From an optimization exercise on the open Yosys and OpenROAD flow, aimed at small area and a short achievable clock period; shortcuts taken in it are not production practice. Function was checked by simulation only, so behaviour that the tests miss may differ from the original. No driver is modelled on the clock port, so clock power and skew are understated where the tree is cut down; a real chip needs a root buffer or a tree. Power figures rest on the tool's default switching activity, not on a simulated workload.

== yarrow ==
==> flow/design.v (excerpt) <==
module alu #(parameter DATA_WIDTH = 32, OP = 3)
(
    input wire start,
    input wire clk,
    input wire reset_n,
    input wire [DATA_WIDTH - 1 : 0] A,
    input wire [DATA_WIDTH - 1 : 0] B,
    input wire [OP - 1 : 0] op,
    output wire [DATA_WIDTH - 1 : 0] result,
    output reg done
);
==> flow/config.mk <==
export PLATFORM = sky130hd
export DESIGN_NAME = alu
export DESIGN_NICKNAME = alu
export VERILOG_FILES = /design/flow/design.v
export SDC_FILE = /design/flow/constraint.sdc
export NUM_CORES = 4
export LEC_CHECK = 0
export CAP_MARGIN = 20
export CORE_MARGIN = 2
export CORE_UTILIZATION = 45
export SETUP_SLACK_MARGIN = 5
export SLEW_MARGIN = 20
export SYNTH_HIERARCHICAL = 1
export SYNTH_MINIMUM_KEEP_SIZE = 0
==> flow/constraint.sdc <==
create_clock -name core_clock -period 9.5 [get_ports {clk}]
set_input_delay 1.9000 -clock core_clock [delete_from_list [all_inputs] [get_ports {clk}]]
set_output_delay 1.9000 -clock core_clock [all_outputs]
set_load 0.01 [all_outputs]
standard.sh (not shown) runs the stock make flow with config.mk's settings and CLKGATE_MAP_FILE= SYNTH_SCRIPT=/design/flow/synth_recipe.tcl, a recipe that flattens the netlist after the stock synthesis.
==> flow/flow/run.sh <==
#!/bin/bash
# The standard layout flow (standard.sh: ORFS with the standard flow's config and standard synthesis),
# with these changes:
#  - after floorplan, prep.tcl sets combinational cells to drive strength 1 (and gives
#    registers with a large fanout a stronger drive), so that the resizer, which sees the
#    placement, chooses the sizes;
#  - the ports are buffered with buf_2 cells (ORFS would pick clkdlybuf4s50_1 delay cells);
#  - the clock tree is two levels of clkbuf_16 buffers: 4 driven by the clock port, 8 leaf
#    buffers each at the centre of a group of registers (clock_tree.tcl, run by ORFS's cts
#    step in place of TritonCTS);
#  - repair_timing aims at a setup slack margin of 5.2 ns.
set -e
export BUFFER_PORTS_ARGS="-buffer_cell sky130_fd_sc_hd__buf_2"
export PRE_CTS_TCL=$(pwd)/flow/clock_tree.tcl
export CLK_GROUPS=8
export CLK_ROOTS=4
bash standard.sh SETUP_SLACK_MARGIN=5.2 floorplan > standard_floorplan.log 2>&1
ODB_IN=$(ls -d orfs/results/*/alu/base)/2_floorplan.odb FLOP_FANOUT=8 openroad -no_splash -exit flow/prep.tcl > prep.log 2>&1
bash standard.sh SETUP_SLACK_MARGIN=5.2 finish > standard.log 2>&1
==> flow/flow/clock_tree.tcl <==
# Clock tree built directly, in two levels: the clock port drives CLK_ROOTS clkbuf_16
# buffers, which drive CLK_GROUPS clkbuf_16 leaf buffers, each placed at the centre of one
# group of registers (the registers split by position) and driving that group's clock pins.
# Used in place of TritonCTS through the PRE_CTS_TCL hook of ORFS's cts step; the rest of the
# step (placement legalization, timing repair) runs as usual.
rename clock_tree_synthesis __orfs_clock_tree_synthesis
proc split_groups {items n} {
  set groups [list $items]
  set axis 0
  while {[llength $groups] < $n} {
    set new {}
    foreach g $groups {
      set g [lsort -integer -index $axis $g]
      set h [expr {[llength $g] / 2}]
      lappend new [lrange $g 0 [expr {$h - 1}]] [lrange $g $h end]
    }
    set groups $new
    set axis [expr {1 - $axis}]
  }
  return $groups
}
proc centre {g} {
  set sx 0; set sy 0
  foreach s $g { incr sx [lindex $s 0]; incr sy [lindex $s 1] }
  return [list [expr {$sx / [llength $g]}] [expr {$sy / [llength $g]}]]
}
proc clock_tree_synthesis {args} {
  set block [ord::get_db_block]
  set bufm [[ord::get_db] findMaster sky130_fd_sc_hd__clkbuf_16]
  set clknet [$block findNet clk]
  set sinks {}
  foreach it [$clknet getITerms] {
    set bb [[$it getInst] getBBox]
    lappend sinks [list [expr {([$bb xMin] + [$bb xMax]) / 2}] [expr {([$bb yMin] + [$bb yMax]) / 2}] $it]
  }
  # leaf buffers
  set leaves {}
  set i 0
  foreach g [split_groups $sinks $::env(CLK_GROUPS)] {
    lassign [centre $g] cx cy
    set buf [odb::dbInst_create $block $bufm "clkbuf_leaf_$i"]
    $buf setLocation $cx $cy
    $buf setPlacementStatus PLACED
    set net [odb::dbNet_create $block "clknet_leaf_$i"]
    $net setSigType CLOCK
    [$buf findITerm X] connect $net
    foreach s $g {
      set it [lindex $s 2]
      $it disconnect
      $it connect $net
    }
    lappend leaves [list $cx $cy [$buf findITerm A]]
    puts "clock leaf $i: [llength $g] registers at $cx $cy"
    incr i
  }
  # root buffers, driven by the clock port
  set i 0
  foreach g [split_groups $leaves $::env(CLK_ROOTS)] {
    lassign [centre $g] cx cy
    set buf [odb::dbInst_create $block $bufm "clkbuf_root_$i"]
    $buf setLocation $cx $cy
    $buf setPlacementStatus PLACED
    set net [odb::dbNet_create $block "clknet_root_$i"]
    $net setSigType CLOCK
    [$buf findITerm A] connect $clknet
    [$buf findITerm X] connect $net
    foreach s $g { [lindex $s 2] connect $net }
    puts "clock root $i: [llength $g] leaf buffers at $cx $cy"
    incr i
  }
  $clknet setSigType CLOCK
  global_connect
}
Other scripts of this flow, unchanged in this note and not shown: flow/flow/prep.tcl
### yarrow -> sierra
# yarrow
export LEC_CHECK = 0
export CAP_MARGIN = 20
export CORE_MARGIN = 2
export CORE_UTILIZATION = 45
export SETUP_SLACK_MARGIN = 5
export SLEW_MARGIN = 20
export SYNTH_HIERARCHICAL = 1
export SYNTH_MINIMUM_KEEP_SIZE = 0
create_clock -name core_clock -period 9.5 [get_ports {clk}]
# sierra
export LEC_CHECK = 0
export CAP_MARGIN = 20
export CORE_MARGIN = 2
export CORE_UTILIZATION = 55
export SETUP_SLACK_MARGIN = 5
export SLEW_MARGIN = 20
export SYNTH_HIERARCHICAL = 1
export SYNTH_MINIMUM_KEEP_SIZE = 0
create_clock -name core_clock -period 9.5 [get_ports {clk}]
diff --git a/flow/flow/run.sh b/flow/flow/run.sh
--- a/flow/flow/run.sh
+++ b/flow/flow/run.sh
@@ -9,5 +9,5 @@
 #    buffers each at the centre of a group of registers (clock_tree.tcl, run by ORFS's cts
 #    step in place of TritonCTS);
-#  - repair_timing aims at a setup slack margin of 5.2 ns.
+#  - repair_timing aims at a setup slack margin of 5.1 ns.
 set -e
 export BUFFER_PORTS_ARGS="-buffer_cell sky130_fd_sc_hd__buf_2"
@@ -15,5 +15,5 @@
 export CLK_GROUPS=8
 export CLK_ROOTS=4
-bash standard.sh SETUP_SLACK_MARGIN=5.2 floorplan > standard_floorplan.log 2>&1
+bash standard.sh SETUP_SLACK_MARGIN=5.1 floorplan > standard_floorplan.log 2>&1
 ODB_IN=$(ls -d orfs/results/*/alu/base)/2_floorplan.odb FLOP_FANOUT=8 openroad -no_splash -exit flow/prep.tcl > prep.log 2>&1
-bash standard.sh SETUP_SLACK_MARGIN=5.2 finish > standard.log 2>&1
+bash standard.sh SETUP_SLACK_MARGIN=5.1 finish > standard.log 2>&1
### Flow results
Compared with yarrow, in sierra wire length of the first global-routing pass ~0 delta, share of power burned in combinational logic went down, final total power fell 0.52%, sequential share of layout area went up 0.51 points, clock period minus final worst setup slack now sits higher.
sierra vs yarrow, headroom to the max-slew limit went up by 2.6 points.
Power density over the cells, yarrow and sierra: higher on sierra
Relative to sierra, the following input files were edited for pepper:
# sierra
export LEC_CHECK = 0
export CAP_MARGIN = 20
export CORE_MARGIN = 2
export CORE_UTILIZATION = 55
export SETUP_SLACK_MARGIN = 5
export SLEW_MARGIN = 20
export SYNTH_HIERARCHICAL = 1
export SYNTH_MINIMUM_KEEP_SIZE = 0
create_clock -name core_clock -period 9.5 [get_ports {clk}]
# pepper
export LEC_CHECK = 0
export CAP_MARGIN = 20
export CORE_MARGIN = 2
export CORE_UTILIZATION = 45
export SETUP_SLACK_MARGIN = 5
export SLEW_MARGIN = 20
export SYNTH_HIERARCHICAL = 1
export SYNTH_MINIMUM_KEEP_SIZE = 0
create_clock -name core_clock -period 9.5 [get_ports {clk}]
diff --git a/flow/flow/run.sh b/flow/flow/run.sh
--- a/flow/flow/run.sh
+++ b/flow/flow/run.sh
@@ -9,5 +9,5 @@
 #    buffers each at the centre of a group of registers (clock_tree.tcl, run by ORFS's cts
 #    step in place of TritonCTS);
-#  - repair_timing aims at a setup slack margin of 5.1 ns.
+#  - repair_timing aims at a setup slack margin of 5.4 ns.
 set -e
 export BUFFER_PORTS_ARGS="-buffer_cell sky130_fd_sc_hd__buf_2"
@@ -15,5 +15,5 @@
 export CLK_GROUPS=8
 export CLK_ROOTS=4
-bash standard.sh SETUP_SLACK_MARGIN=5.1 floorplan > standard_floorplan.log 2>&1
+bash standard.sh SETUP_SLACK_MARGIN=5.4 floorplan > standard_floorplan.log 2>&1
 ODB_IN=$(ls -d orfs/results/*/alu/base)/2_floorplan.odb FLOP_FANOUT=8 openroad -no_splash -exit flow/prep.tcl > prep.log 2>&1
-bash standard.sh SETUP_SLACK_MARGIN=5.1 finish > standard.log 2>&1
+bash standard.sh SETUP_SLACK_MARGIN=5.4 finish > standard.log 2>&1
Register clock-pin slew on the reported worst setup and hold paths: pepper vs sierra down 20 ps
pepper and sierra ended up with roughly the same clock latency on the worst-skew pair.
Re wire length on met2: sierra and pepper aren't equal, and the higher value belongs to pepper.
Side by side, combinational fraction of design power turned out higher in pepper than in sierra.
Relative to sierra, the fmax measured on pepper has increased by a few percent.
sierra has lower buffers inserted during post-CTS setup optimization than pepper.
The total number of cells along the worst setup path on sierra is in line with that on pepper.
Wire length of the first global-routing pass grows slightly when moving from sierra to pepper.
pepper has more setup slack than sierra.
pepper against sierra: worst hold margin now sits lower, clock network power share now sits lower.
What tundra does differently from pepper at the input level:
diff --git a/flow/flow/run.sh b/flow/flow/run.sh
--- a/flow/flow/run.sh
+++ b/flow/flow/run.sh
@@ -9,5 +9,5 @@
 #    buffers each at the centre of a group of registers (clock_tree.tcl, run by ORFS's cts
 #    step in place of TritonCTS);
-#  - repair_timing aims at a setup slack margin of 5.4 ns.
+#  - repair_timing aims at a setup slack margin of 5.0 ns.
 set -e
 export BUFFER_PORTS_ARGS="-buffer_cell sky130_fd_sc_hd__buf_2"
@@ -15,5 +15,5 @@
 export CLK_GROUPS=8
 export CLK_ROOTS=4
-bash standard.sh SETUP_SLACK_MARGIN=5.4 floorplan > standard_floorplan.log 2>&1
+bash standard.sh SETUP_SLACK_MARGIN=5.0 floorplan > standard_floorplan.log 2>&1
 ODB_IN=$(ls -d orfs/results/*/alu/base)/2_floorplan.odb FLOP_FANOUT=8 openroad -no_splash -exit flow/prep.tcl > prep.log 2>&1
-bash standard.sh SETUP_SLACK_MARGIN=5.4 finish > standard.log 2>&1
+bash standard.sh SETUP_SLACK_MARGIN=5.0 finish > standard.log 2>&1
Findings:
- NOTE: shortest clock period the worst path allows after layout in tundra exceeds that of pepper
- Between tundra and pepper, the setup slack is lower for tundra.
- Looking at capture point of the critical path, the result[16] result is from pepper; the y_r[28] one comes from tundra.
- Between tundra and pepper, it is tundra whose power share of the combinational group is lower, by 0.8 points.
- The run showing the smaller power of the combinational group is tundra.
- pepper -> tundra: number of synthesized flops with an enable pin delta 0, exact match
- Re worst endpoint required time: tundra is 2050 ps up on pepper.
- The routed wire length on met2 of tundra falls short of that of pepper by 6.7%.
- Relative to pepper, highest clock rate decreased by about 7% in tundra.
- Looking at final wirelength, tundra sits about 9% below pepper.
- Compared with pepper, tundra shows a higher share of total power in the clock network.
For raven, these inputs were changed with respect to tundra:
==> flow/flow/run.sh <==
#!/bin/bash
# The standard layout flow (standard.sh: ORFS with the standard flow's config and standard synthesis),
# with these changes:
#  - after floorplan, prep.tcl sets combinational cells to drive strength 1 (and gives
#    registers with a large fanout a stronger drive), so that the resizer, which sees the
#    placement, chooses the sizes;
#  - the ports are buffered with buf_2 cells (ORFS would pick clkdlybuf4s50_1 delay cells);
#  - the clock tree is two levels of clkbuf_16 buffers: 4 driven by the clock port, 12 leaf
#    buffers each at the centre of a group of registers (clock_tree.tcl, run by ORFS's cts
#    step in place of TritonCTS);
#  - repair_timing aims at a setup slack margin of 5.1 ns.
set -e
export BUFFER_PORTS_ARGS="-buffer_cell sky130_fd_sc_hd__buf_2"
export PRE_CTS_TCL=$(pwd)/flow/clock_tree.tcl
export CLK_GROUPS=12
export CLK_ROOTS=4
bash standard.sh SETUP_SLACK_MARGIN=5.1 floorplan > standard_floorplan.log 2>&1
ODB_IN=$(ls -d orfs/results/*/alu/base)/2_floorplan.odb FLOP_FANOUT=8 openroad -no_splash -exit flow/prep.tcl > prep.log 2>&1
bash standard.sh SETUP_SLACK_MARGIN=5.1 finish > standard.log 2>&1
--- outcome ---
Having completed the whole flow, raven delivered a layout that passed the timing, design-rule and antenna checks. The via count reported for raven is higher than the one for tundra. Reported for tundra and raven, synthesized cell count turned out identical to the last digit. Summary — sequential share of layout area, raven relative to tundra: lower, by 0.29 points. Period utilization: higher on tundra. raven — utilization 0.81 points higher, tundra as reference. Of raven and tundra, it is raven that has the higher post-route non-filler standard cell count. In the reports for tundra and raven, the smaller fmax belongs to tundra.
No run of this note takes its clock network from TritonCTS; it comes from the design's own scripts or RTL.

-- re-timing with driven ports --
The results above use ideal ports. As a check the final layouts listed here were re-extracted and re-timed, cells and wires unchanged.
Step 1 assumes that a clkbuf_16 drives the clock port and a buf_2 every other input.
Step 2 moves the port delays by t, midway between the first and last clock arrival at a register: inputs arrive t later, outputs are due t later. That takes back most of the time a late clock gives input paths.
a / b / c = ideal ports / drivers / drivers and shift; a / b = the first two.
run | shift t [ns] | setup slack, ns | hold slack, ns | worst setup path at the end | worst data-port slew with drivers (ns)
yarrow | 0.402 | 5.268 / 5.144 / 5.354 | 0.358 / 0.358 / 0.358 | register to register | 0.05
sierra | 0.402 | 5.196 / 5.078 / 5.259 | 0.390 / 0.390 / 0.390 | register to register | 0.05
pepper | 0.407 | 5.400 / 5.272 / 5.491 | 0.357 / 0.357 / 0.357 | register to register | 0.05
tundra | 0.402 | 5.099 / 5.026 / 5.099 | 0.356 / 0.356 / 0.356 | register to register | 0.05
raven | 0.415 | 5.255 / 5.129 / 5.267 | 0.351 / 0.351 / 0.351 | register to register | 0.04
After both steps setup and hold are still met in every run listed.
